Source: an optimization exercise on an open RTL-to-GDS flow (aim: small area and a short achievable clock period). Production flows keep margins and buffers that such runs may drop. For this run, only the layout was checked, not whether the RTL still works.

### design/flow/config.mk
export PLATFORM = sky130hd
export DESIGN_NAME = CTE
export DESIGN_NICKNAME = CTE
export VERILOG_FILES = /design/flow/design.v
export SDC_FILE = /design/flow/constraint.sdc
export NUM_CORES = 4
export LEC_CHECK = 0
export CAP_MARGIN = 20
export CORE_MARGIN = 2
export CORE_UTILIZATION = 40
export CTS_BUF_LIST = sky130_fd_sc_hd__clkbuf_8
export SLEW_MARGIN = 20
export SYNTH_HIERARCHICAL = 1
### design/flow/constraint.sdc
create_clock -name core_clock -period 25.0 [get_ports {clk}]
set_input_delay 5.0000 -clock core_clock [delete_from_list [all_inputs] [get_ports {clk}]]
set_output_delay 5.0000 -clock core_clock [all_outputs]
set_load 0.01 [all_outputs]
### design/flow/design.v
`timescale 1ns/10ps
module CTE ( clk, reset, op_mode, in_en, yuv_in, rgb_in, busy, out_valid, rgb_out, yuv_out);
input   clk ;
input   reset ;
input   op_mode;
input   in_en;
output  busy;
output  out_valid;
input   [7:0]   yuv_in;
output  [23:0]  rgb_out;
input   [23:0]  rgb_in;
output  [7:0]   yuv_out;
reg [1:0] cnt;
reg busy_r, valid_r;
reg [23:0] d;
reg [18:0] np;
assign busy = busy_r;
assign out_valid = valid_r;
wire [7:0] yy = d[7:0], uu = d[23:16], vv = d[15:8];
wire [12:0] zz = np[12:0];
wire [23:0] rgb;
assign rgb_out = rgb;
wire m0_0 = ~zz[12] & (zz[11] | zz[3]);
wire m0_1 = ~zz[12] & (zz[11] | zz[4]);
wire m0_2 = ~zz[12] & (zz[11] | zz[5]);
wire m0_3 = ~zz[12] & (zz[11] | zz[6]);
wire m0_4 = ~zz[12] & (zz[11] | zz[7]);
wire m0_5 = ~zz[12] & (zz[11] | zz[8]);
wire m0_6 = ~zz[12] & (zz[11] | zz[9]);
wire m0_7 = ~zz[12] & (zz[11] | zz[10]);
wire m0_8 = ~uu[0];
wire m0_9 = ~uu[1];
wire m0_10 = ~uu[2];
wire m0_11 = ~uu[3];
wire m0_12 = ~uu[4];
wire m0_13 = ~uu[5];
wire m0_14 = ~uu[6];
wire m0_15 = ~vv[0];
wire m0_16 = ~vv[1];
wire m0_17 = ~vv[2];
wire m0_18 = ~vv[3];
wire m0_19 = ~vv[4];
wire m0_20 = ~vv[5];
wire m0_21 = ~vv[6];
wire m0_22 = ~vv[7];
wire m0_23, m0_24;
CTE_ha m0_i25 (.a(yy[0]), .b(m0_10), .s(m0_23), .co(m0_24));
wire m0_25, m0_26;
CTE_ha m0_i27 (.a(yy[1]), .b(m0_11), .s(m0_25), .co(m0_26));
wire m0_27, m0_28;
CTE_ha m0_i29 (.a(yy[2]), .b(m0_12), .s(m0_27), .co(m0_28));
wire m0_29, m0_30;
CTE_ha m0_i31 (.a(yy[3]), .b(m0_13), .s(m0_29), .co(m0_30));
wire m0_31, m0_32;
CTE_ha m0_i33 (.a(yy[4]), .b(m0_14), .s(m0_31), .co(m0_32));
wire m0_33, m0_34;
CTE_ha m0_i35 (.a(yy[5]), .b(uu[7]), .s(m0_33), .co(m0_34));
wire m0_35, m0_36;
CTE_ha m0_i37 (.a(m0_15), .b(vv[2]), .s(m0_35), .co(m0_36));
wire m0_37, m0_38;
CTE_fa m0_i39 (.a(m0_16), .b(vv[3]), .c(m0_24), .s(m0_37), .co(m0_38));
wire m0_39, m0_40;
CTE_fa m0_i41 (.a(m0_17), .b(vv[4]), .c(m0_26), .s(m0_39), .co(m0_40));
wire m0_41, m0_42;
CTE_fa m0_i43 (.a(m0_18), .b(vv[5]), .c(m0_28), .s(m0_41), .co(m0_42));
wire m0_43, m0_44;
CTE_fa m0_i45 (.a(m0_19), .b(vv[6]), .c(m0_30), .s(m0_43), .co(m0_44));
wire m0_45, m0_46;
CTE_fa m0_i47 (.a(m0_20), .b(m0_22), .c(m0_32), .s(m0_45), .co(m0_46));
wire m0_47 = ~(yy[6] ^ m0_21);
wire m0_48 = yy[6] | m0_21;
wire m0_49, m0_50;
CTE_ha m0_i51 (.a(m0_8), .b(vv[0]), .s(m0_49), .co(m0_50));
wire m0_51 = ~(m0_9 ^ vv[1]);
wire m0_52 = m0_9 | vv[1];
wire m0_53 = ~(m0_23 ^ m0_35);
wire m0_54 = m0_23 | m0_35;
wire m0_55, m0_56;
CTE_fa m0_i57 (.a(m0_36), .b(m0_25), .c(m0_37), .s(m0_55), .co(m0_56));
wire m0_57, m0_58;
CTE_fa m0_i59 (.a(m0_27), .b(m0_38), .c(m0_39), .s(m0_57), .co(m0_58));
wire m0_59, m0_60;
CTE_fa m0_i61 (.a(m0_29), .b(m0_40), .c(m0_41), .s(m0_59), .co(m0_60));
wire m0_61, m0_62;
CTE_fa m0_i63 (.a(m0_31), .b(m0_42), .c(m0_43), .s(m0_61), .co(m0_62));
wire m0_63, m0_64;
CTE_fa m0_i65 (.a(m0_33), .b(m0_44), .c(m0_45), .s(m0_63), .co(m0_64));
wire m0_65, m0_66;
CTE_fa m0_i67 (.a(m0_34), .b(m0_47), .c(m0_46), .s(m0_65), .co(m0_66));
wire m0_67, m0_68;
CTE_fa m0_i69 (.a(yy[7]), .b(vv[7]), .c(m0_48), .s(m0_67), .co(m0_68));
wire m0_69 = 1'b1 ^ m0_49;
wire m0_70 = 1'b1 & m0_49;
wire m0_71 = m0_50 ^ m0_51;
wire m0_72 = m0_50 & m0_51;
wire m0_73 = m0_52 ^ m0_53;
wire m0_74 = m0_52 & m0_53;
wire m0_75 = m0_54 ^ m0_55;
wire m0_76 = m0_54 & m0_55;
wire m0_77 = m0_56 ^ m0_57;
wire m0_78 = m0_56 & m0_57;
wire m0_79 = m0_58 ^ m0_59;
wire m0_80 = m0_58 & m0_59;
wire m0_81 = m0_60 ^ m0_61;
wire m0_82 = m0_60 & m0_61;
wire m0_83 = m0_62 ^ m0_63;
wire m0_84 = m0_62 & m0_63;
wire m0_85 = m0_64 ^ m0_65;
wire m0_86 = m0_64 & m0_65;
wire m0_87 = m0_66 ^ m0_67;
wire m0_88 = m0_66 & m0_67;
wire m0_89 = m0_68 ^ 1'b1;
wire m0_90 = m0_68 & 1'b1;
wire m0_91 = m0_74 | (m0_73 & m0_72);
wire m0_92 = m0_73 & m0_71;
wire m0_93 = m0_78 | (m0_77 & m0_76);
wire m0_94 = m0_77 & m0_75;
wire m0_95 = m0_82 | (m0_81 & m0_80);
wire m0_96 = m0_81 & m0_79;
wire m0_97 = m0_86 | (m0_85 & m0_84);
wire m0_98 = m0_85 & m0_83;
wire m0_99 = m0_90 | (m0_89 & m0_88);
wire m0_100 = m0_89 & m0_87;
wire m0_101 = m0_72 | (m0_71 & m0_70);
wire m0_102 = m0_91 | (m0_92 & m0_70);
wire m0_103 = m0_80 | (m0_79 & m0_93);
wire m0_104 = m0_79 & m0_94;
wire m0_105 = m0_95 | (m0_96 & m0_93);
wire m0_106 = m0_96 & m0_94;
wire m0_107 = m0_88 | (m0_87 & m0_97);
wire m0_108 = m0_87 & m0_98;
wire m0_109 = m0_99 | (m0_100 & m0_97);
wire m0_110 = m0_100 & m0_98;
wire m0_111 = m0_76 | (m0_75 & m0_102);
wire m0_112 = m0_93 | (m0_94 & m0_102);
wire m0_113 = m0_103 | (m0_104 & m0_102);
wire m0_114 = m0_105 | (m0_106 & m0_102);
wire m0_115 = 1'b1 & m0_109;
wire m0_116 = 1'b1 & m0_110;
wire m0_117 = m0_84 | (m0_83 & m0_114);
wire m0_118 = m0_97 | (m0_98 & m0_114);
wire m0_119 = m0_107 | (m0_108 & m0_114);
wire m0_120 = m0_109 | (m0_110 & m0_114);
wire m0_121 = m0_115 | (m0_116 & m0_114);
wire m0_122 = m0_71 ^ m0_70;
wire m0_123 = m0_73 ^ m0_101;
wire m0_124 = m0_75 ^ m0_102;
wire m0_125 = m0_77 ^ m0_111;
wire m0_126 = m0_79 ^ m0_112;
wire m0_127 = m0_81 ^ m0_113;
wire m0_128 = m0_83 ^ m0_114;
wire m0_129 = m0_85 ^ m0_117;
wire m0_130 = m0_87 ^ m0_118;
wire m0_131 = m0_89 ^ m0_119;
wire m0_132 = 1'b1 ^ m0_120;
wire m0_133 = ~m0_132 & (m0_131 | m0_123);
wire m0_134 = ~m0_132 & (m0_131 | m0_124);
wire m0_135 = ~m0_132 & (m0_131 | m0_125);
wire m0_136 = ~m0_132 & (m0_131 | m0_126);
wire m0_137 = ~m0_132 & (m0_131 | m0_127);
wire m0_138 = ~m0_132 & (m0_131 | m0_128);
wire m0_139 = ~m0_132 & (m0_131 | m0_129);
wire m0_140 = ~m0_132 & (m0_131 | m0_130);
wire m0_141 = ~uu[7];
wire m0_142 = yy[1] ^ uu[0];
wire m0_143 = yy[1] & uu[0];
wire m0_144 = yy[2] ^ uu[1];
wire m0_145 = yy[2] & uu[1];
wire m0_146 = yy[3] ^ uu[2];
wire m0_147 = yy[3] & uu[2];
wire m0_148 = yy[4] ^ uu[3];
wire m0_149 = yy[4] & uu[3];
wire m0_150 = yy[5] ^ uu[4];
wire m0_151 = yy[5] & uu[4];
wire m0_152 = yy[6] ^ uu[5];
wire m0_153 = yy[6] & uu[5];
wire m0_154 = yy[7] ^ uu[6];
wire m0_155 = yy[7] & uu[6];
wire m0_156 = m0_141 ^ 1'b1;
wire m0_157 = m0_141 & 1'b1;
wire m0_158 = m0_142 & yy[0];
wire m0_159 = m0_147 | (m0_146 & m0_145);
wire m0_160 = m0_146 & m0_144;
wire m0_161 = m0_151 | (m0_150 & m0_149);
wire m0_162 = m0_150 & m0_148;
wire m0_163 = m0_155 | (m0_154 & m0_153);
wire m0_164 = m0_154 & m0_152;
wire m0_165 = 1'b1 & m0_157;
wire m0_166 = 1'b1 & m0_156;
wire m0_167 = m0_145 | (m0_144 & m0_143);
wire m0_168 = m0_144 & m0_158;
wire m0_169 = m0_159 | (m0_160 & m0_143);
wire m0_170 = m0_160 & m0_158;
wire m0_171 = m0_153 | (m0_152 & m0_161);
wire m0_172 = m0_152 & m0_162;
wire m0_173 = m0_163 | (m0_164 & m0_161);
wire m0_174 = m0_164 & m0_162;
wire m0_175 = m0_149 | (m0_148 & m0_169);
wire m0_176 = m0_148 & m0_170;
wire m0_177 = m0_161 | (m0_162 & m0_169);
wire m0_178 = m0_162 & m0_170;
wire m0_179 = m0_171 | (m0_172 & m0_169);
wire m0_180 = m0_172 & m0_170;
wire m0_181 = m0_173 | (m0_174 & m0_169);
wire m0_182 = m0_174 & m0_170;
wire m0_183 = m0_157 | (m0_156 & m0_181);
wire m0_184 = m0_156 & m0_182;
wire m0_185 = m0_165 | (m0_166 & m0_181);
wire m0_186 = m0_166 & m0_182;
wire m0_187 = m0_144 ^ m0_143;
wire m0_188 = m0_146 ^ m0_167;
wire m0_189 = m0_148 ^ m0_169;
wire m0_190 = m0_150 ^ m0_175;
wire m0_191 = m0_152 ^ m0_177;
wire m0_192 = m0_154 ^ m0_179;
wire m0_193 = m0_156 ^ m0_181;
wire m0_194 = 1'b1 ^ m0_183;
wire m0_195 = ~m0_194 & (m0_193 | yy[0]);
wire m0_196 = ~m0_194 & (m0_193 | m0_142);
wire m0_197 = ~m0_194 & (m0_193 | m0_187);
wire m0_198 = ~m0_194 & (m0_193 | m0_188);
wire m0_199 = ~m0_194 & (m0_193 | m0_189);
wire m0_200 = ~m0_194 & (m0_193 | m0_190);
wire m0_201 = ~m0_194 & (m0_193 | m0_191);
wire m0_202 = ~m0_194 & (m0_193 | m0_192);
assign rgb = {m0_7, m0_6, m0_5, m0_4, m0_3, m0_2, m0_1, m0_0, m0_140, m0_139, m0_138, m0_137, m0_136, m0_135, m0_134, m0_133, m0_202, m0_201, m0_200, m0_199, m0_198, m0_197, m0_196, m0_195};
wire [7:0] ir = rgb_in[23:16], ig = rgb_in[15:8], ib = rgb_in[7:0];
wire [7:0] dr = d[23:16], dg = d[15:8], db = d[7:0];
wire sz = ((cnt == 2'd3) & ~(busy_r & valid_r)) | ((cnt == 2'd0) & busy_r);
wire su = (cnt == 2'd0) & ~busy_r, sy = cnt[0] & ~sz, sv = (cnt == 2'd2);
wire [18:0] na;
wire [7:0] q;
assign yuv_out = q;
wire ea_0 = (su|sv) | (sy & db[0]) | (sz & dg[0]);
wire ea_1 = sy;
wire ea_2 = (su|sv) | (sy & db[1]) | (sz & dg[1]);
wire ea_3 = sy;
wire ea_4 = (su & ~ib[0]) | (sy & db[2]) | sv | (sz & dg[2]);
wire ea_5 = (su & ~ig[0]) | sy | (sz & ~dg[0]);
wire ea_6 = su;
wire ea_7 = (su & ir[0]) | (sy & db[3]) | (sv & dr[0]) | (sz & db[0]);
wire ea_8 = (su & ~ib[1]) | (sy & dg[0]) | (sv & ~db[0]) | (sz & dg[3]);
wire ea_9 = (su & ~ig[1]) | sy | (sz & ~dg[1]);
wire ea_10 = sz;
wire ea_11 = (su & ir[1]) | (sy & db[4]) | (sv & dr[1]) | (sz & db[1]);
wire ea_12 = (su & ~ib[2]) | (sy & dg[1]) | (sv & ~db[1]) | (sz & dg[0]);
wire ea_13 = (su & ~ig[2]) | (sy & ~dr[0]) | (sz & dg[4]);
wire ea_14 = (sz & ~dg[2]);
wire ea_15 = (su & ir[2]) | (sy & db[5]) | (sv & dr[2]) | (sz & db[2]);
wire ea_16 = (su & ~ib[3]) | (sy & dg[2]) | (sv & ~db[0]) | (sz & dg[1]);
wire ea_17 = (su & ~ig[3]) | (sy & ~dr[1]) | (sv & ~db[2]) | (sz & dg[5]);
wire ea_18 = (su|sy) | (sv & ~dr[0]) | (sz & ~dg[3]);
wire ea_19 = sv;
wire ea_20 = (su & ir[3]) | (sy & db[0]) | (sv & dr[3]) | (sz & db[3]);
wire ea_21 = (su & ~ib[4]) | (sy & db[6]) | (sv & ~db[1]) | (sz & dg[2]);
wire ea_22 = (su & ~ig[4]) | (sy & dg[3]) | (sv & ~db[3]) | (sz & dg[6]);
wire ea_23 = (sy & ~dr[2]) | (sv & ~dg[0]) | (sz & ~dg[4]);
wire ea_24 = (sv & ~dr[1]);
wire ea_25 = (su & ir[4]) | (sy & db[1]) | (sv & dr[4]) | (sz & db[4]);
wire ea_26 = (su & ~ib[0]) | (sy & db[7]) | (sv & ~db[2]) | (sz & dg[3]);
wire ea_27 = (su & ~ib[5]) | (sy & dg[4]) | (sv & ~db[4]) | (sz & ~dg[5]);
wire ea_28 = (su & ~ig[5]) | (sy & ~dr[3]) | (sv & ~dg[1]) | (sz & ~dg[7]);
wire ea_29 = (su & ~ir[0]) | (sv & ~dr[0]) | sz;
wire ea_30 = (sv & ~dr[2]);
wire ea_31 = (su & ir[5]) | (sy & db[2]) | (sv & dr[5]) | (sz & db[5]);
wire ea_32 = (su & ~ib[1]) | (sy & dg[5]) | (sv & ~db[3]) | (sz & dg[4]);
wire ea_33 = (su & ~ib[6]) | (sy & dr[0]) | (sv & ~db[5]) | (sz & ~dg[6]);
wire ea_34 = (su & ~ig[0]) | (sy & ~dr[4]) | (sv & ~dg[0]) | sz;
wire ea_35 = (su & ~ig[6]) | (sv & ~dg[2]);
wire ea_36 = (su & ~ir[1]) | (sv & ~dr[1]);
wire ea_37 = (sv & ~dr[3]);
wire ea_38 = (su & ib[0]) | (sy & db[3]) | (sv & dr[0]) | (sz & db[6]);
wire ea_39 = (su & ir[6]) | (sy & dg[0]) | (sv & dr[6]) | (sz & dg[5]);
wire ea_40 = (su & ~ib[2]) | (sy & dg[6]) | (sv & ~db[4]) | (sz & dg[7]);
wire ea_41 = (su & ~ib[7]) | (sy & dr[1]) | (sv & ~db[6]);
wire ea_42 = (su & ~ig[1]) | (sy & ~dr[5]) | (sv & ~dg[1]);
wire ea_43 = (su & ~ig[7]) | sy | (sv & ~dg[3]);
wire ea_44 = (su & ~ir[2]) | (sv & ~dr[2]);
wire ea_45 = (sv & ~dr[4]);
wire ea_46 = (su & ib[1]) | (sy & db[4]) | (sv & dr[1]) | (sz & db[7]);
wire ea_47 = (su & ir[7]) | (sy & dg[1]) | (sv & dr[7]) | (sz & dg[6]);
wire ea_48 = (su & ~ib[3]) | (sy & dg[7]) | (sv & ~db[5]) | sz;
wire ea_49 = (su & ~ig[2]) | (sy & dr[2]) | (sv & ~db[7]);
wire ea_50 = (su & ~ir[3]) | (sy & ~dr[6]) | (sv & ~dg[2]);
wire ea_51 = sy | (sv & ~dg[4]);
wire ea_52 = (sv & ~dr[3]);
wire ea_53 = (sv & ~dr[5]);
wire ea_54 = (su & ib[2]) | (sy & db[5]) | (sv & dr[2]) | (sz & ~dg[7]);
wire ea_55 = (su & ~ib[4]) | (sy & dg[2]) | (sv & ~db[6]);
wire ea_56 = (su & ~ig[3]) | (sy & dr[3]) | (sv & ~dg[3]);
wire ea_57 = (su & ~ir[4]) | (sy & ~dr[7]) | (sv & ~dg[5]);
wire ea_58 = (su|sy) | (sv & ~dr[4]);
wire ea_59 = (sv & ~dr[6]);
wire ea_60 = sv;
wire ea_61 = (su & ib[3]) | (sy & db[6]) | (sv & dr[3]) | sz;
wire ea_62 = (su & ~ib[5]) | (sy & dg[3]) | (sv & ~db[7]);
wire ea_63 = (su & ~ig[4]) | (sy & dr[4]) | (sv & ~dg[4]);
wire ea_64 = (su & ~ir[5]) | (sv & ~dg[6]);
wire ea_65 = su | (sv & ~dr[5]);
wire ea_66 = (sv & ~dr[7]);
wire ea_67 = sv;
wire ea_68 = (su & ib[4]) | (sy & db[7]) | (sv & dr[4]) | sz;
wire ea_69 = (su & ~ib[6]) | (sy & dg[4]) | (sv & ~dg[5]);
wire ea_70 = (su & ~ig[5]) | (sy & dr[5]) | (sv & ~dg[7]);
wire ea_71 = (su & ~ir[6]) | (sv & ~dr[6]);
wire ea_72 = (su & ib[5]) | (sy & dg[5]) | (sv & dr[5]) | sz;
wire ea_73 = (su & ~ib[7]) | (sy & dr[6]) | (sv & ~dg[6]);
wire ea_74 = (su & ~ig[6]) | (sv & ~dr[7]);
wire ea_75 = (su & ~ir[7]);
wire ea_76 = (su & ib[6]) | (sy & dg[6]) | (sv & dr[6]) | sz;
wire ea_77 = (su & ~ig[7]) | (sy & dr[7]) | (sv & ~dg[7]);
wire ea_78 = (su|sy|sv);
wire ea_79 = (su & ib[7]) | (sy & dg[7]) | (sv & dr[7]) | sz;
wire ea_80 = (su|sy|sv);
wire ea_81 = (su|sv|sz);
wire ea_82 = (su|sv|sz);
wire ea_83, ea_84;
CTE_ha ea_i85 (.a(ea_37), .b(ea_31), .s(ea_83), .co(ea_84));
wire ea_85, ea_86;
CTE_fa ea_i87 (.a(ea_45), .b(ea_38), .c(ea_39), .s(ea_85), .co(ea_86));
wire ea_87, ea_88;
CTE_ha ea_i89 (.a(ea_40), .b(ea_41), .s(ea_87), .co(ea_88));
wire ea_89, ea_90;
CTE_fa ea_i91 (.a(ea_51), .b(ea_52), .c(ea_53), .s(ea_89), .co(ea_90));
wire ea_91, ea_92;
CTE_fa ea_i93 (.a(ea_46), .b(ea_47), .c(ea_48), .s(ea_91), .co(ea_92));
wire ea_93, ea_94;
CTE_fa ea_i95 (.a(ea_58), .b(ea_59), .c(ea_60), .s(ea_93), .co(ea_94));
wire ea_95, ea_96;
CTE_ha ea_i97 (.a(ea_54), .b(ea_55), .s(ea_95), .co(ea_96));
wire ea_97, ea_98;
CTE_fa ea_i99 (.a(ea_65), .b(ea_66), .c(ea_67), .s(ea_97), .co(ea_98));
wire ea_99, ea_100;
CTE_ha ea_i101 (.a(ea_61), .b(ea_62), .s(ea_99), .co(ea_100));
wire ea_101, ea_102;
CTE_ha ea_i103 (.a(ea_18), .b(ea_19), .s(ea_101), .co(ea_102));
wire ea_103, ea_104;
CTE_fa ea_i105 (.a(ea_23), .b(ea_24), .c(ea_20), .s(ea_103), .co(ea_104));
wire ea_105, ea_106;
CTE_fa ea_i107 (.a(ea_30), .b(ea_25), .c(ea_26), .s(ea_105), .co(ea_106));
wire ea_107, ea_108;
CTE_ha ea_i109 (.a(ea_27), .b(ea_28), .s(ea_107), .co(ea_108));
wire ea_109, ea_110;
CTE_fa ea_i111 (.a(ea_32), .b(ea_33), .c(ea_34), .s(ea_109), .co(ea_110));
wire ea_111, ea_112;
CTE_fa ea_i113 (.a(ea_35), .b(ea_36), .c(ea_83), .s(ea_111), .co(ea_112));
wire ea_113, ea_114;
CTE_fa ea_i115 (.a(ea_42), .b(ea_43), .c(ea_44), .s(ea_113), .co(ea_114));
wire ea_115, ea_116;
CTE_fa ea_i117 (.a(ea_84), .b(ea_85), .c(ea_87), .s(ea_115), .co(ea_116));
wire ea_117, ea_118;
CTE_fa ea_i119 (.a(ea_89), .b(ea_49), .c(ea_50), .s(ea_117), .co(ea_118));
wire ea_119, ea_120;
CTE_fa ea_i121 (.a(ea_86), .b(ea_88), .c(ea_91), .s(ea_119), .co(ea_120));
wire ea_121, ea_122;
CTE_fa ea_i123 (.a(ea_90), .b(ea_93), .c(ea_56), .s(ea_121), .co(ea_122));
wire ea_123, ea_124;
CTE_fa ea_i125 (.a(ea_57), .b(ea_92), .c(ea_95), .s(ea_123), .co(ea_124));
wire ea_125, ea_126;
CTE_fa ea_i127 (.a(ea_94), .b(ea_97), .c(ea_63), .s(ea_125), .co(ea_126));
wire ea_127, ea_128;
CTE_fa ea_i129 (.a(ea_64), .b(ea_96), .c(ea_99), .s(ea_127), .co(ea_128));
wire ea_129, ea_130;
CTE_fa ea_i131 (.a(ea_98), .b(ea_68), .c(ea_69), .s(ea_129), .co(ea_130));
wire ea_131, ea_132;
CTE_fa ea_i133 (.a(ea_70), .b(ea_71), .c(ea_100), .s(ea_131), .co(ea_132));
wire ea_133, ea_134;
CTE_fa ea_i135 (.a(ea_72), .b(ea_73), .c(ea_74), .s(ea_133), .co(ea_134));
wire ea_135, ea_136;
CTE_ha ea_i137 (.a(ea_10), .b(ea_7), .s(ea_135), .co(ea_136));
wire ea_137, ea_138;
CTE_fa ea_i139 (.a(ea_14), .b(ea_11), .c(ea_12), .s(ea_137), .co(ea_138));
wire ea_139, ea_140;
CTE_fa ea_i141 (.a(ea_101), .b(ea_15), .c(ea_16), .s(ea_139), .co(ea_140));
wire ea_141, ea_142;
CTE_fa ea_i143 (.a(ea_102), .b(ea_21), .c(ea_22), .s(ea_141), .co(ea_142));
wire ea_143, ea_144;
CTE_fa ea_i145 (.a(ea_29), .b(ea_104), .c(ea_105), .s(ea_143), .co(ea_144));
wire ea_145, ea_146;
CTE_fa ea_i147 (.a(ea_106), .b(ea_108), .c(ea_109), .s(ea_145), .co(ea_146));
wire ea_147, ea_148;
CTE_fa ea_i149 (.a(ea_110), .b(ea_113), .c(ea_112), .s(ea_147), .co(ea_148));
wire ea_149, ea_150;
CTE_fa ea_i151 (.a(ea_114), .b(ea_117), .c(ea_116), .s(ea_149), .co(ea_150));
wire ea_151, ea_152;
CTE_fa ea_i153 (.a(ea_118), .b(ea_121), .c(ea_120), .s(ea_151), .co(ea_152));
wire ea_153, ea_154;
CTE_fa ea_i155 (.a(ea_122), .b(ea_125), .c(ea_124), .s(ea_153), .co(ea_154));
wire ea_155, ea_156;
CTE_fa ea_i157 (.a(ea_126), .b(ea_129), .c(ea_128), .s(ea_155), .co(ea_156));
wire ea_157, ea_158;
CTE_fa ea_i159 (.a(ea_75), .b(ea_130), .c(ea_133), .s(ea_157), .co(ea_158));
wire ea_159, ea_160;
CTE_fa ea_i161 (.a(ea_78), .b(ea_76), .c(ea_77), .s(ea_159), .co(ea_160));
wire ea_161, ea_162;
CTE_ha ea_i163 (.a(ea_6), .b(ea_4), .s(ea_161), .co(ea_162));
wire ea_163, ea_164;
CTE_fa ea_i165 (.a(ea_8), .b(ea_9), .c(ea_135), .s(ea_163), .co(ea_164));
wire ea_165, ea_166;
CTE_fa ea_i167 (.a(ea_13), .b(ea_136), .c(ea_137), .s(ea_165), .co(ea_166));
wire ea_167, ea_168;
CTE_fa ea_i169 (.a(ea_17), .b(ea_138), .c(ea_139), .s(ea_167), .co(ea_168));
wire ea_169, ea_170;
CTE_fa ea_i171 (.a(ea_140), .b(ea_103), .c(ea_141), .s(ea_169), .co(ea_170));
wire ea_171, ea_172;
CTE_fa ea_i173 (.a(ea_142), .b(ea_107), .c(ea_143), .s(ea_171), .co(ea_172));
wire ea_173, ea_174;
CTE_fa ea_i175 (.a(ea_144), .b(ea_111), .c(ea_145), .s(ea_173), .co(ea_174));
wire ea_175, ea_176;
CTE_fa ea_i177 (.a(ea_146), .b(ea_115), .c(ea_147), .s(ea_175), .co(ea_176));
wire ea_177, ea_178;
CTE_fa ea_i179 (.a(ea_119), .b(ea_148), .c(ea_149), .s(ea_177), .co(ea_178));
wire ea_179, ea_180;
CTE_fa ea_i181 (.a(ea_123), .b(ea_150), .c(ea_151), .s(ea_179), .co(ea_180));
wire ea_181, ea_182;
CTE_fa ea_i183 (.a(ea_127), .b(ea_152), .c(ea_153), .s(ea_181), .co(ea_182));
wire ea_183, ea_184;
CTE_fa ea_i185 (.a(ea_131), .b(ea_154), .c(ea_155), .s(ea_183), .co(ea_184));
wire ea_185, ea_186;
CTE_fa ea_i187 (.a(ea_132), .b(ea_157), .c(ea_156), .s(ea_185), .co(ea_186));
wire ea_187, ea_188;
CTE_fa ea_i189 (.a(ea_134), .b(ea_159), .c(ea_158), .s(ea_187), .co(ea_188));
wire ea_189, ea_190;
CTE_fa ea_i191 (.a(ea_80), .b(ea_79), .c(ea_160), .s(ea_189), .co(ea_190));
wire ea_191 = ea_0 ^ ea_1;
wire ea_192 = ea_0 & ea_1;
wire ea_193 = ea_2 ^ ea_3;
wire ea_194 = ea_2 & ea_3;
wire ea_195 = ea_5 ^ ea_161;
wire ea_196 = ea_5 & ea_161;
wire ea_197 = ea_162 ^ ea_163;
wire ea_198 = ea_162 & ea_163;
wire ea_199 = ea_164 ^ ea_165;
wire ea_200 = ea_164 & ea_165;
wire ea_201 = ea_166 ^ ea_167;
wire ea_202 = ea_166 & ea_167;
wire ea_203 = ea_168 ^ ea_169;
wire ea_204 = ea_168 & ea_169;
wire ea_205 = ea_170 ^ ea_171;
wire ea_206 = ea_170 & ea_171;
wire ea_207 = ea_172 ^ ea_173;
wire ea_208 = ea_172 & ea_173;
wire ea_209 = ea_174 ^ ea_175;
wire ea_210 = ea_174 & ea_175;
wire ea_211 = ea_176 ^ ea_177;
wire ea_212 = ea_176 & ea_177;
wire ea_213 = ea_178 ^ ea_179;
wire ea_214 = ea_178 & ea_179;
wire ea_215 = ea_180 ^ ea_181;
wire ea_216 = ea_180 & ea_181;
wire ea_217 = ea_182 ^ ea_183;
wire ea_218 = ea_182 & ea_183;
wire ea_219 = ea_184 ^ ea_185;
wire ea_220 = ea_184 & ea_185;
wire ea_221 = ea_186 ^ ea_187;
wire ea_222 = ea_186 & ea_187;
wire ea_223 = ea_188 ^ ea_189;
wire ea_224 = ea_188 & ea_189;
wire ea_225 = ea_190 ^ ea_81;
wire ea_226 = ea_190 & ea_81;
wire ea_227 = ea_194 | (ea_193 & ea_192);
wire ea_228 = ea_193 & ea_191;
wire ea_229 = ea_196 | (ea_195 & ea_194);
wire ea_230 = ea_195 & ea_193;
wire ea_231 = ea_198 | (ea_197 & ea_196);
wire ea_232 = ea_197 & ea_195;
wire ea_233 = ea_200 | (ea_199 & ea_198);
wire ea_234 = ea_199 & ea_197;
wire ea_235 = ea_202 | (ea_201 & ea_200);
wire ea_236 = ea_201 & ea_199;
wire ea_237 = ea_204 | (ea_203 & ea_202);
wire ea_238 = ea_203 & ea_201;
wire ea_239 = ea_206 | (ea_205 & ea_204);
wire ea_240 = ea_205 & ea_203;
wire ea_241 = ea_208 | (ea_207 & ea_206);
wire ea_242 = ea_207 & ea_205;
wire ea_243 = ea_210 | (ea_209 & ea_208);
wire ea_244 = ea_209 & ea_207;
wire ea_245 = ea_212 | (ea_211 & ea_210);
wire ea_246 = ea_211 & ea_209;
wire ea_247 = ea_214 | (ea_213 & ea_212);
wire ea_248 = ea_213 & ea_211;
wire ea_249 = ea_216 | (ea_215 & ea_214);
wire ea_250 = ea_215 & ea_213;
wire ea_251 = ea_218 | (ea_217 & ea_216);
wire ea_252 = ea_217 & ea_215;
wire ea_253 = ea_220 | (ea_219 & ea_218);
wire ea_254 = ea_219 & ea_217;
wire ea_255 = ea_222 | (ea_221 & ea_220);
wire ea_256 = ea_221 & ea_219;
wire ea_257 = ea_224 | (ea_223 & ea_222);
wire ea_258 = ea_223 & ea_221;
wire ea_259 = ea_226 | (ea_225 & ea_224);
wire ea_260 = ea_225 & ea_223;
wire ea_261 = ea_82 & ea_226;
wire ea_262 = ea_82 & ea_225;
wire ea_263 = ea_229 | (ea_230 & ea_192);
wire ea_264 = ea_230 & ea_191;
wire ea_265 = ea_231 | (ea_232 & ea_227);
wire ea_266 = ea_232 & ea_228;
wire ea_267 = ea_233 | (ea_234 & ea_229);
wire ea_268 = ea_234 & ea_230;
wire ea_269 = ea_235 | (ea_236 & ea_231);
wire ea_270 = ea_236 & ea_232;
wire ea_271 = ea_237 | (ea_238 & ea_233);
wire ea_272 = ea_238 & ea_234;
wire ea_273 = ea_239 | (ea_240 & ea_235);
wire ea_274 = ea_240 & ea_236;
wire ea_275 = ea_241 | (ea_242 & ea_237);
wire ea_276 = ea_242 & ea_238;
wire ea_277 = ea_243 | (ea_244 & ea_239);
wire ea_278 = ea_244 & ea_240;
wire ea_279 = ea_245 | (ea_246 & ea_241);
wire ea_280 = ea_246 & ea_242;
wire ea_281 = ea_247 | (ea_248 & ea_243);
wire ea_282 = ea_248 & ea_244;
wire ea_283 = ea_249 | (ea_250 & ea_245);
wire ea_284 = ea_250 & ea_246;
wire ea_285 = ea_251 | (ea_252 & ea_247);
wire ea_286 = ea_252 & ea_248;
wire ea_287 = ea_253 | (ea_254 & ea_249);
wire ea_288 = ea_254 & ea_250;
wire ea_289 = ea_255 | (ea_256 & ea_251);
wire ea_290 = ea_256 & ea_252;
wire ea_291 = ea_257 | (ea_258 & ea_253);
wire ea_292 = ea_258 & ea_254;
wire ea_293 = ea_259 | (ea_260 & ea_255);
wire ea_294 = ea_260 & ea_256;
wire ea_295 = ea_261 | (ea_262 & ea_257);
wire ea_296 = ea_262 & ea_258;
wire ea_297 = ea_267 | (ea_268 & ea_192);
wire ea_298 = ea_268 & ea_191;
wire ea_299 = ea_269 | (ea_270 & ea_227);
wire ea_300 = ea_270 & ea_228;
wire ea_301 = ea_271 | (ea_272 & ea_263);
wire ea_302 = ea_272 & ea_264;
wire ea_303 = ea_273 | (ea_274 & ea_265);
wire ea_304 = ea_274 & ea_266;
wire ea_305 = ea_275 | (ea_276 & ea_267);
wire ea_306 = ea_276 & ea_268;
wire ea_307 = ea_277 | (ea_278 & ea_269);
wire ea_308 = ea_278 & ea_270;
wire ea_309 = ea_279 | (ea_280 & ea_271);
wire ea_310 = ea_280 & ea_272;
wire ea_311 = ea_281 | (ea_282 & ea_273);
wire ea_312 = ea_282 & ea_274;
wire ea_313 = ea_283 | (ea_284 & ea_275);
wire ea_314 = ea_284 & ea_276;
wire ea_315 = ea_285 | (ea_286 & ea_277);
wire ea_316 = ea_286 & ea_278;
wire ea_317 = ea_287 | (ea_288 & ea_279);
wire ea_318 = ea_288 & ea_280;
wire ea_319 = ea_289 | (ea_290 & ea_281);
wire ea_320 = ea_290 & ea_282;
wire ea_321 = ea_291 | (ea_292 & ea_283);
wire ea_322 = ea_292 & ea_284;
wire ea_323 = ea_293 | (ea_294 & ea_285);
wire ea_324 = ea_294 & ea_286;
wire ea_325 = ea_295 | (ea_296 & ea_287);
wire ea_326 = ea_296 & ea_288;
wire ea_327 = ea_305 | (ea_306 & ea_192);
wire ea_328 = ea_306 & ea_191;
wire ea_329 = ea_307 | (ea_308 & ea_227);
wire ea_330 = ea_308 & ea_228;
wire ea_331 = ea_309 | (ea_310 & ea_263);
wire ea_332 = ea_310 & ea_264;
wire ea_333 = ea_311 | (ea_312 & ea_265);
wire ea_334 = ea_312 & ea_266;
wire ea_335 = ea_313 | (ea_314 & ea_297);
wire ea_336 = ea_314 & ea_298;
wire ea_337 = ea_315 | (ea_316 & ea_299);
wire ea_338 = ea_316 & ea_300;
wire ea_339 = ea_317 | (ea_318 & ea_301);
wire ea_340 = ea_318 & ea_302;
wire ea_341 = ea_319 | (ea_320 & ea_303);
wire ea_342 = ea_320 & ea_304;
wire ea_343 = ea_321 | (ea_322 & ea_305);
wire ea_344 = ea_322 & ea_306;
wire ea_345 = ea_323 | (ea_324 & ea_307);
wire ea_346 = ea_324 & ea_308;
wire ea_347 = ea_325 | (ea_326 & ea_309);
wire ea_348 = ea_326 & ea_310;
wire ea_349 = ea_343 | (ea_344 & ea_192);
wire ea_350 = ea_344 & ea_191;
wire ea_351 = ea_345 | (ea_346 & ea_227);
wire ea_352 = ea_346 & ea_228;
wire ea_353 = ea_347 | (ea_348 & ea_263);
wire ea_354 = ea_348 & ea_264;
wire ea_355 = ea_193 ^ ea_192;
wire ea_356 = ea_195 ^ ea_227;
wire ea_357 = ea_197 ^ ea_263;
wire ea_358 = ea_199 ^ ea_265;
wire ea_359 = ea_201 ^ ea_297;
wire ea_360 = ea_203 ^ ea_299;
wire ea_361 = ea_205 ^ ea_301;
wire ea_362 = ea_207 ^ ea_303;
wire ea_363 = ea_209 ^ ea_327;
wire ea_364 = ea_211 ^ ea_329;
wire ea_365 = ea_213 ^ ea_331;
wire ea_366 = ea_215 ^ ea_333;
wire ea_367 = ea_217 ^ ea_335;
wire ea_368 = ea_219 ^ ea_337;
wire ea_369 = ea_221 ^ ea_339;
wire ea_370 = ea_223 ^ ea_341;
wire ea_371 = ea_225 ^ ea_349;
wire ea_372 = ea_82 ^ ea_351;
assign na = {ea_372, ea_371, ea_370, ea_369, ea_368, ea_367, ea_366, ea_365, ea_364, ea_363, ea_362, ea_361, ea_360, ea_359, ea_358, ea_357, ea_356, ea_355, ea_191};
wire eb_n191 = np[0];
wire eb_n355 = np[1];
wire eb_n356 = np[2];
wire eb_n357 = np[3];
wire eb_n358 = np[4];
wire eb_n359 = np[5];
wire eb_n360 = np[6];
wire eb_n361 = np[7];
wire eb_n362 = np[8];
wire eb_n363 = np[9];
wire eb_n364 = np[10];
wire eb_n365 = np[11];
wire eb_n366 = np[12];
wire eb_n367 = np[13];
wire eb_n368 = np[14];
wire eb_n369 = np[15];
wire eb_n370 = np[16];
wire eb_n371 = np[17];
wire eb_n372 = np[18];
wire eb_0 = ~eb_n362;
wire eb_1 = ~eb_n363;
wire eb_2 = ~eb_n364;
wire eb_3 = ~eb_n365;
wire eb_4 = ~eb_n366;
wire eb_5 = ~eb_n367;
wire eb_6 = ~eb_n368;
wire eb_7 = ~eb_n369;
wire eb_8 = ~eb_n370;
wire eb_9 = ~eb_n371;
wire eb_10 = ~eb_n372;
wire eb_11, eb_12;
CTE_ha eb_i13 (.a(eb_0), .b(eb_3), .s(eb_11), .co(eb_12));
wire eb_13, eb_14;
CTE_fa eb_i15 (.a(eb_1), .b(eb_4), .c(eb_n356), .s(eb_13), .co(eb_14));
wire eb_15, eb_16;
CTE_fa eb_i17 (.a(eb_2), .b(eb_5), .c(eb_n357), .s(eb_15), .co(eb_16));
wire eb_17, eb_18;
CTE_fa eb_i19 (.a(eb_3), .b(eb_6), .c(eb_n358), .s(eb_17), .co(eb_18));
wire eb_19, eb_20;
CTE_fa eb_i21 (.a(eb_4), .b(eb_7), .c(eb_n359), .s(eb_19), .co(eb_20));
wire eb_21, eb_22;
CTE_fa eb_i23 (.a(eb_5), .b(eb_8), .c(eb_n360), .s(eb_21), .co(eb_22));
wire eb_23, eb_24;
CTE_fa eb_i25 (.a(eb_6), .b(eb_9), .c(eb_n361), .s(eb_23), .co(eb_24));
wire eb_25, eb_26;
CTE_fa eb_i27 (.a(eb_7), .b(eb_10), .c(eb_n362), .s(eb_25), .co(eb_26));
wire eb_27 = ~(eb_8 ^ eb_n363);
wire eb_28 = eb_8 | eb_n363;
wire eb_29 = ~(eb_9 ^ eb_n364);
wire eb_30 = eb_9 | eb_n364;
wire eb_31 = ~(eb_10 ^ eb_n365);
wire eb_32 = eb_10 | eb_n365;
wire eb_33, eb_34;
CTE_ha eb_i35 (.a(eb_11), .b(eb_n355), .s(eb_33), .co(eb_34));
wire eb_35, eb_36;
CTE_fa eb_i37 (.a(eb_12), .b(eb_13), .c(eb_n358), .s(eb_35), .co(eb_36));
wire eb_37, eb_38;
CTE_fa eb_i39 (.a(eb_14), .b(eb_15), .c(eb_n359), .s(eb_37), .co(eb_38));
wire eb_39, eb_40;
CTE_fa eb_i41 (.a(eb_16), .b(eb_n360), .c(eb_17), .s(eb_39), .co(eb_40));
wire eb_41, eb_42;
CTE_fa eb_i43 (.a(eb_18), .b(eb_n361), .c(eb_19), .s(eb_41), .co(eb_42));
wire eb_43, eb_44;
CTE_fa eb_i45 (.a(eb_20), .b(eb_n362), .c(eb_21), .s(eb_43), .co(eb_44));
wire eb_45, eb_46;
CTE_fa eb_i47 (.a(eb_22), .b(eb_23), .c(eb_n363), .s(eb_45), .co(eb_46));
wire eb_47, eb_48;
CTE_fa eb_i49 (.a(eb_24), .b(eb_25), .c(eb_n364), .s(eb_47), .co(eb_48));
wire eb_49, eb_50;
CTE_fa eb_i51 (.a(eb_26), .b(eb_n365), .c(eb_27), .s(eb_49), .co(eb_50));
wire eb_51, eb_52;
CTE_fa eb_i53 (.a(eb_28), .b(eb_n366), .c(eb_29), .s(eb_51), .co(eb_52));
wire eb_53, eb_54;
CTE_fa eb_i55 (.a(eb_n367), .b(eb_30), .c(eb_31), .s(eb_53), .co(eb_54));
wire eb_55, eb_56;
CTE_fa eb_i57 (.a(eb_n366), .b(eb_n368), .c(eb_32), .s(eb_55), .co(eb_56));
wire eb_57 = ~(eb_n367 ^ eb_n369);
wire eb_58 = eb_n367 | eb_n369;
wire eb_59 = ~(eb_n368 ^ eb_n370);
wire eb_60 = eb_n368 | eb_n370;
wire eb_61 = ~(eb_n369 ^ eb_n371);
wire eb_62 = eb_n369 | eb_n371;
wire eb_63 = ~(eb_n370 ^ eb_n372);
wire eb_64 = eb_n370 | eb_n372;
wire eb_65 = ~eb_n371;
wire eb_66 = eb_n357 ^ eb_33;
wire eb_67 = eb_n357 & eb_33;
wire eb_68 = eb_34 ^ eb_35;
wire eb_69 = eb_34 & eb_35;
wire eb_70 = eb_36 ^ eb_37;
wire eb_71 = eb_36 & eb_37;
wire eb_72 = eb_38 ^ eb_39;
wire eb_73 = eb_38 & eb_39;
wire eb_74 = eb_40 ^ eb_41;
wire eb_75 = eb_40 & eb_41;
wire eb_76 = eb_42 ^ eb_43;
wire eb_77 = eb_42 & eb_43;
wire eb_78 = eb_44 ^ eb_45;
wire eb_79 = eb_44 & eb_45;
wire eb_80 = eb_46 ^ eb_47;
wire eb_81 = eb_46 & eb_47;
wire eb_82 = eb_48 ^ eb_49;
wire eb_83 = eb_48 & eb_49;
wire eb_84 = eb_50 ^ eb_51;
wire eb_85 = eb_50 & eb_51;
wire eb_86 = eb_52 ^ eb_53;
wire eb_87 = eb_52 & eb_53;
wire eb_88 = eb_54 ^ eb_55;
wire eb_89 = eb_54 & eb_55;
wire eb_90 = eb_56 ^ eb_57;
wire eb_91 = eb_56 & eb_57;
wire eb_92 = eb_58 ^ eb_59;
wire eb_93 = eb_58 & eb_59;
wire eb_94 = eb_60 ^ eb_61;
wire eb_95 = eb_60 & eb_61;
wire eb_96 = eb_62 ^ eb_63;
wire eb_97 = eb_62 & eb_63;
wire eb_98 = eb_64 ^ eb_65;
wire eb_99 = eb_64 & eb_65;
wire eb_100 = eb_69 | (eb_68 & eb_67);
wire eb_101 = eb_68 & eb_66;
wire eb_102 = eb_71 | (eb_70 & eb_69);
wire eb_103 = eb_70 & eb_68;
wire eb_104 = eb_73 | (eb_72 & eb_71);
wire eb_105 = eb_72 & eb_70;
wire eb_106 = eb_75 | (eb_74 & eb_73);
wire eb_107 = eb_74 & eb_72;
wire eb_108 = eb_77 | (eb_76 & eb_75);
wire eb_109 = eb_76 & eb_74;
wire eb_110 = eb_79 | (eb_78 & eb_77);
wire eb_111 = eb_78 & eb_76;
wire eb_112 = eb_81 | (eb_80 & eb_79);
wire eb_113 = eb_80 & eb_78;
wire eb_114 = eb_83 | (eb_82 & eb_81);
wire eb_115 = eb_82 & eb_80;
wire eb_116 = eb_85 | (eb_84 & eb_83);
wire eb_117 = eb_84 & eb_82;
wire eb_118 = eb_87 | (eb_86 & eb_85);
wire eb_119 = eb_86 & eb_84;
wire eb_120 = eb_89 | (eb_88 & eb_87);
wire eb_121 = eb_88 & eb_86;
wire eb_122 = eb_91 | (eb_90 & eb_89);
wire eb_123 = eb_90 & eb_88;
wire eb_124 = eb_93 | (eb_92 & eb_91);
wire eb_125 = eb_92 & eb_90;
wire eb_126 = eb_95 | (eb_94 & eb_93);
wire eb_127 = eb_94 & eb_92;
wire eb_128 = eb_97 | (eb_96 & eb_95);
wire eb_129 = eb_96 & eb_94;
wire eb_130 = eb_99 | (eb_98 & eb_97);
wire eb_131 = eb_98 & eb_96;
wire eb_132 = eb_102 | (eb_103 & eb_67);
wire eb_133 = eb_103 & eb_66;
wire eb_134 = eb_104 | (eb_105 & eb_100);
wire eb_135 = eb_105 & eb_101;
wire eb_136 = eb_106 | (eb_107 & eb_102);
wire eb_137 = eb_107 & eb_103;
wire eb_138 = eb_108 | (eb_109 & eb_104);
wire eb_139 = eb_109 & eb_105;
wire eb_140 = eb_110 | (eb_111 & eb_106);
wire eb_141 = eb_111 & eb_107;
wire eb_142 = eb_112 | (eb_113 & eb_108);
wire eb_143 = eb_113 & eb_109;
wire eb_144 = eb_114 | (eb_115 & eb_110);
wire eb_145 = eb_115 & eb_111;
wire eb_146 = eb_116 | (eb_117 & eb_112);
wire eb_147 = eb_117 & eb_113;
wire eb_148 = eb_118 | (eb_119 & eb_114);
wire eb_149 = eb_119 & eb_115;
wire eb_150 = eb_120 | (eb_121 & eb_116);
wire eb_151 = eb_121 & eb_117;
wire eb_152 = eb_122 | (eb_123 & eb_118);
wire eb_153 = eb_123 & eb_119;
wire eb_154 = eb_124 | (eb_125 & eb_120);
wire eb_155 = eb_125 & eb_121;
wire eb_156 = eb_126 | (eb_127 & eb_122);
wire eb_157 = eb_127 & eb_123;
wire eb_158 = eb_128 | (eb_129 & eb_124);
wire eb_159 = eb_129 & eb_125;
wire eb_160 = eb_130 | (eb_131 & eb_126);
wire eb_161 = eb_131 & eb_127;
wire eb_162 = eb_136 | (eb_137 & eb_67);
wire eb_163 = eb_137 & eb_66;
wire eb_164 = eb_138 | (eb_139 & eb_100);
wire eb_165 = eb_139 & eb_101;
wire eb_166 = eb_140 | (eb_141 & eb_132);
wire eb_167 = eb_141 & eb_133;
wire eb_168 = eb_142 | (eb_143 & eb_134);
wire eb_169 = eb_143 & eb_135;
wire eb_170 = eb_144 | (eb_145 & eb_136);
wire eb_171 = eb_145 & eb_137;
wire eb_172 = eb_146 | (eb_147 & eb_138);
wire eb_173 = eb_147 & eb_139;
wire eb_174 = eb_148 | (eb_149 & eb_140);
wire eb_175 = eb_149 & eb_141;
wire eb_176 = eb_150 | (eb_151 & eb_142);
wire eb_177 = eb_151 & eb_143;
wire eb_178 = eb_152 | (eb_153 & eb_144);
wire eb_179 = eb_153 & eb_145;
wire eb_180 = eb_154 | (eb_155 & eb_146);
wire eb_181 = eb_155 & eb_147;
wire eb_182 = eb_156 | (eb_157 & eb_148);
wire eb_183 = eb_157 & eb_149;
wire eb_184 = eb_158 | (eb_159 & eb_150);
wire eb_185 = eb_159 & eb_151;
wire eb_186 = eb_160 | (eb_161 & eb_152);
wire eb_187 = eb_161 & eb_153;
wire eb_188 = eb_170 | (eb_171 & eb_67);
wire eb_189 = eb_171 & eb_66;
wire eb_190 = eb_172 | (eb_173 & eb_100);
wire eb_191 = eb_173 & eb_101;
wire eb_192 = eb_174 | (eb_175 & eb_132);
wire eb_193 = eb_175 & eb_133;
wire eb_194 = eb_176 | (eb_177 & eb_134);
wire eb_195 = eb_177 & eb_135;
wire eb_196 = eb_178 | (eb_179 & eb_162);
wire eb_197 = eb_179 & eb_163;
wire eb_198 = eb_180 | (eb_181 & eb_164);
wire eb_199 = eb_181 & eb_165;
wire eb_200 = eb_182 | (eb_183 & eb_166);
wire eb_201 = eb_183 & eb_167;
wire eb_202 = eb_184 | (eb_185 & eb_168);
wire eb_203 = eb_185 & eb_169;
wire eb_204 = eb_186 | (eb_187 & eb_170);
wire eb_205 = eb_187 & eb_171;
wire eb_206 = eb_204 | (eb_205 & eb_67);
wire eb_207 = eb_205 & eb_66;
wire eb_208 = eb_68 ^ eb_67;
wire eb_209 = eb_70 ^ eb_100;
wire eb_210 = eb_72 ^ eb_132;
wire eb_211 = eb_74 ^ eb_134;
wire eb_212 = eb_76 ^ eb_162;
wire eb_213 = eb_78 ^ eb_164;
wire eb_214 = eb_80 ^ eb_166;
wire eb_215 = eb_82 ^ eb_168;
wire eb_216 = eb_84 ^ eb_188;
wire eb_217 = eb_86 ^ eb_190;
wire eb_218 = eb_88 ^ eb_192;
wire eb_219 = eb_90 ^ eb_194;
wire eb_220 = eb_92 ^ eb_196;
wire eb_221 = eb_94 ^ eb_198;
wire eb_222 = eb_96 ^ eb_200;
wire eb_223 = eb_98 ^ eb_202;
assign q = {~eb_223, eb_222, eb_221, eb_220, eb_219, eb_218, eb_217, eb_216};
always @(posedge clk or posedge reset) begin
    if (reset) begin
        cnt <= 2'd0;
        busy_r <= 1'b0;
        valid_r <= 1'b0;
    end else if (op_mode) begin
        if (in_en) begin
            cnt <= cnt + 2'd1;
            busy_r <= ~cnt[0];
            valid_r <= 1'b1;
        end
    end else begin
        if (busy_r && valid_r) begin
            busy_r <= 1'b0;
            valid_r <= 1'b0;
        end else if (busy_r && cnt == 2'd0) begin
            valid_r <= 1'b1;
        end else if (busy_r) begin
            busy_r <= 1'b0;
            valid_r <= 1'b1;
        end else if (in_en) begin
            cnt <= cnt + 2'd1;
            if (cnt[1]) busy_r <= 1'b1;
            if (cnt == 2'd3) valid_r <= 1'b0;
        end
    end
end
always @(posedge clk) begin
    if (in_en || sz) np <= na;
    if (op_mode) begin
        if (in_en && !cnt[0]) d <= rgb_in;
    end else if (in_en && !busy_r) begin
        if (cnt == 2'd0) d[23:16] <= yuv_in;
        if (cnt == 2'd2) d[15:8] <= yuv_in;
        if (cnt[0]) d[7:0] <= yuv_in;
    end
end
endmodule
module CTE_fa (a, b, c, s, co);
input a, b, c; output s, co;
assign s = a ^ b ^ c;
assign co = (a & b) | (a & c) | (b & c);
endmodule
module CTE_ha (a, b, s, co);
input a, b; output s, co;
assign s = a ^ b;
assign co = a & b;
endmodule
### design/flow/flow/run.sh
#!/bin/bash
# Standard layout (the standard.sh: standard synthesis and ORFS flow), with the
# port buffers made from buf_1 instead of the default delay buffer.
set -euo pipefail
bash standard.sh "BUFFER_PORTS_ARGS=-buffer_cell sky130_fd_sc_hd__buf_1" finish > standard_flow.log 2>&1
### design/flow/standard.sh
#!/bin/bash
# synth_recipe.tcl (not shown) runs the flow's synth.tcl, then flattens the netlist and writes it again
# the make line also repeats each setting of config.mk as NAME=value (left out here)
make -C /OpenROAD-flow-scripts/flow DESIGN_CONFIG=/design/flow/config.mk WORK_HOME=/design/flow/orfs CLKGATE_MAP_FILE= SYNTH_SCRIPT=/design/flow/synth_recipe.tcl "${@:-finish}"
==> notes.md <==
==> worst min path at each step <==
stage | start | cells past startpoint | end
CTS | cnt[1]$_DFFE_PP0P_ | 1 | cnt[1]$_DFFE_PP0P_
finish | cnt[1]$_DFFE_PP0P_ | 1 | cnt[1]$_DFFE_PP0P_
floorplan | cnt[1]$_DFFE_PP0P_ | 1 | cnt[1]$_DFFE_PP0P_
global placement | cnt[1]$_DFFE_PP0P_ | 1 | cnt[1]$_DFFE_PP0P_
global route | cnt[1]$_DFFE_PP0P_ | 1 | cnt[1]$_DFFE_PP0P_
detailed placement | cnt[1]$_DFFE_PP0P_ | 1 | cnt[1]$_DFFE_PP0P_
==> cell families (layout without fill, tap and decap cells) <==
kind of cell    count (synthesis)  count (layout)
flops                          46              46
mux                             2               2
xor+xnor                       34              34
buf+inv                       129             152
compound gates                184             184
simple gates                  216             216
fa+ha+maj                     161             161
==> placed cells by master (no fill, tap or decap), types with 5 or more instances in the layout <==
master and instances:
a221o_1 6, xnor2_1 22, a311oi_1 5, a222oi_1 7
nand2_1 110, a211oi_1 7, clkbuf_8 5, and3_1 5
xor2_1 12, buf_1 69, a21oi_1 47, o21bai_1 6
edfxtp_1 42, nand3_1 5, a21o_1 8, o221ai_1 12
o2111ai_1 9, nand2b_1 18, ha_1 80, o211ai_1 12
fa_1 81, inv_1 68, nor2_1 50, o21ai_0 33
==> layer usage <==
layer | wire length, µm | vias to the layer above | GRT usage [%]
met3 | 1580 | 44 | 4.27
li1 | - | 2742 | -
met1 | 9340 | 2805 | 32.5
met4 | 585 | 0 | 7.43
met2 | 8600 | 240 | 33.7
met5 | 0 | - | 0
==> modules after synthesis (local to each module, per instance) <==
module  flip-flops and latches  cell area, µm²  cells  times used
CTE                         46            5410    678           1
CTE_fa                       0            20.0      1          76
CTE_ha                       0            12.5      1          18
==> layout make-up <==
class / count / area [µm²] / share of cell area (%)
Multi-Input combinational cell: 597 / 5180 / 69.4
Sequential cell: 46 / 1360 / 18.2
Timing Repair Buffer: 73 / 289 / 3.87
Tap cell: 225 / 282 / 3.77
Inverter: 71 / 268 / 3.59
Clock buffer: 5 / 68.8 / 0.921
Clock inverter: 3 / 16.3 / 0.218
==> flip-flops by register name (all words and copies together) (netlist names) <==
name,flops
np,18
cnt,2
valid_r,1
d,24
busy_r,1
==> metrics.md <==
| Metric | Value |
|---|---|
| Run status | `no timing/DRC/antenna violations` |
| Syn avg cell area | `9.27 µm²` |
| Most frequent cells after synthesis | `nand2_1, fa_1, ha_1` |
| Clock sink count | `46` |
| Die area | `19,000 µm²` |
| First-pass GRT wire length | `32.0 mm` |
| DRT iter0 DRCs | `680` |
| Count of cell types in the netlist | `63` |
| Levels on crit path | `11` |
| Worst r2r path cells | `16` |
| Clock Latency Late Sink | `340 ps` |
| GPL Wtd Cong | `0.960` |
| Post-synth EDFFs | `42` |
| Clk Tree Root Cell | `clkbuf_8` |
| Synth Cell Area | `7160 µm²` |
| WL per Instance | `19.7 µm` |
| F_max | `105 MHz` |
| Synth area leader | `fa_1` |
| Initial core utilization | `41.1%` |
| Die width | `138 µm` |
| Port Buffers | `69` |
| Pre-antenna DRT Iters | `6` |
| Core area | `17,400 µm²` |
| Most area-consuming cells after synthesis | `fa_1, edfxtp_1, ha_1` |
| DPL Wire Length | `15.8 mm` |
| Worst Tran Pin Value | `1050 ps` |
| DR vias | `5,831` |
| CTS tree | `yes` |
| Synth Area in Compound Gates | `17.8%` |
| Final Cell Area | `7470 µm²` |
| RR Endpoint | `np[18]$_DFFE_PP_` |
| Final ANT Viol Nets | `0` |
| # DRC | `0` |
| CTS Hold Bufs | `0` |
| Final setup viols | `0` |
| Post-Synth XOR/XNOR Area | `4.16%` |
| CP delay by family, top | `adder cells` |
| Total gr overflow | `0` |
| Critical path buffers and inverters | `2` |
| Placement Setup Slack | `15,530 ps` |
| Mux share of post-synthesis cell area | `0.297%` |
| FILL cells | `1,781` |
| H-tree Lvls | `2` |
| P&R area growth vs syn | `4.37%` |
| CP endpoint | `rgb_out[10]` |
| Critical Path Source Type | `flip-flop` |
| Final Skew | `11.3 ps` |
| Initial antenna violation count | `0` |
| Reg2Reg Launch Point | `cnt[0]$_DFFE_PP0P_` |
| Relative slew slack | `29.7%` |
| Placed cell area | `7380 µm²` |
| Synth top area share | `22.7%` |
| R2r setup slk | `17,860 ps` |
| TNS Setup | `0 ps` |
| Total Nets Final | `991` |
| N_diodes | `0` |
| Sequential area share after synthesis | `19.0%` |
| Synth Warn # | `7` |
| Simple-Gate Fraction of Synth Area | `13.5%` |
| Layout cells sized above 1 | `2.39%` |
| Largest net degree at the start of global routing | `45` |
| CTS buffer count | `5` |
| Final WS setup | `15,450 ps` |
| Final Critical Period | `9550 ps` |
| Crit path required time | `20,000 ps` |
| Maximum root-to-sink buffer count | `2` |
| Worst min path class | `reg -> reg` |
| RSZ-0062 raised after global routing | `no` |
| Fraction of registers with async set or reset after synthesis | `8.70%` |
| Reg clk slew, reported paths | `90 ps` |
| Crit end category | `output pin` |
| Max cap viols | `0` |
| Post-CTS Setup Inserts | `0` |
| Dpl cells | `1,012` |
| Most frequent cell after synthesis | `nand2_1` |
| Crit share post-route | `38.2%` |
| Site Rows | `48` |
| Max stage delay on crit path | `710 ps` |
| Arrival time worst endpoint | `4550 ps` |
| Main combinational cell family by area after synthesis | `adder cells` |
| Hold Slack | `614 ps` |
| Non-Filler Instances | `1,020` |
| Syn_nets | `969` |
| GRT Overall Usage | `22.4%` |
| Slowest cell on crit path | `a211oi_1` |
| FF+latch count, synth | `46` |
| CP Cell Sequence | `inv_1, ha_1, fa_1, fa_1, ha_1, or4_1, o2111ai_1, o21ai_0, a211oi_1, o21ai_0, buf_1` |
| Routed WL | `20.1 mm` |
| Post-synthesis adder-cell area fraction | `36.6%` |
| Layout Utilization | `42.9%` |
| Via density | `5.72` |
| Vias in the first global route | `5,757` |
| Ys flop type | `edfxtp_1` |
| Critical path class | `reg -> out` |
| PostCTS Resize Cnt | `0` |
| Synth Instances | `772` |
| Final hold vios | `0` |
| Die Ht | `138 µm` |
| # IOs | `70` |
| Worst Setup SP | `d[19]$_DFFE_PP_` |
| Crit Path Max Fanout | `7` |
| Pins Over Slew Limit | `0` |

-- afterwards: timing with drivers on the ports --
The flow's constraints put no driver on any port. The routed layout listed below was extracted and timed again, unchanged, in two steps. Step 1: set_driving_cell puts a clkbuf_16 on clk and a buf_2 on each other input, an assumption about the parent block. Step 2 moves the port delays by t, midway between the first and last clock arrival at a register: inputs arrive t later, outputs are due t later. That takes back most of the time a late clock gives input paths. Slacks: no drivers / after step 1 / after step 2; pairs: no drivers / after step 1.
shift t [ns]: 0.365
setup slack, ns: 15.454 / 15.420 / 15.546
worst setup path at the end: input to register
latest minus earliest clock arrival (ns): 0.012 / 0.012
pins driven straight from the clock port: 1
After both steps setup and hold are still met in this run. For this run, drivers alone change the setup slack by -0.034 ns; drivers and shift together by +0.092 ns.
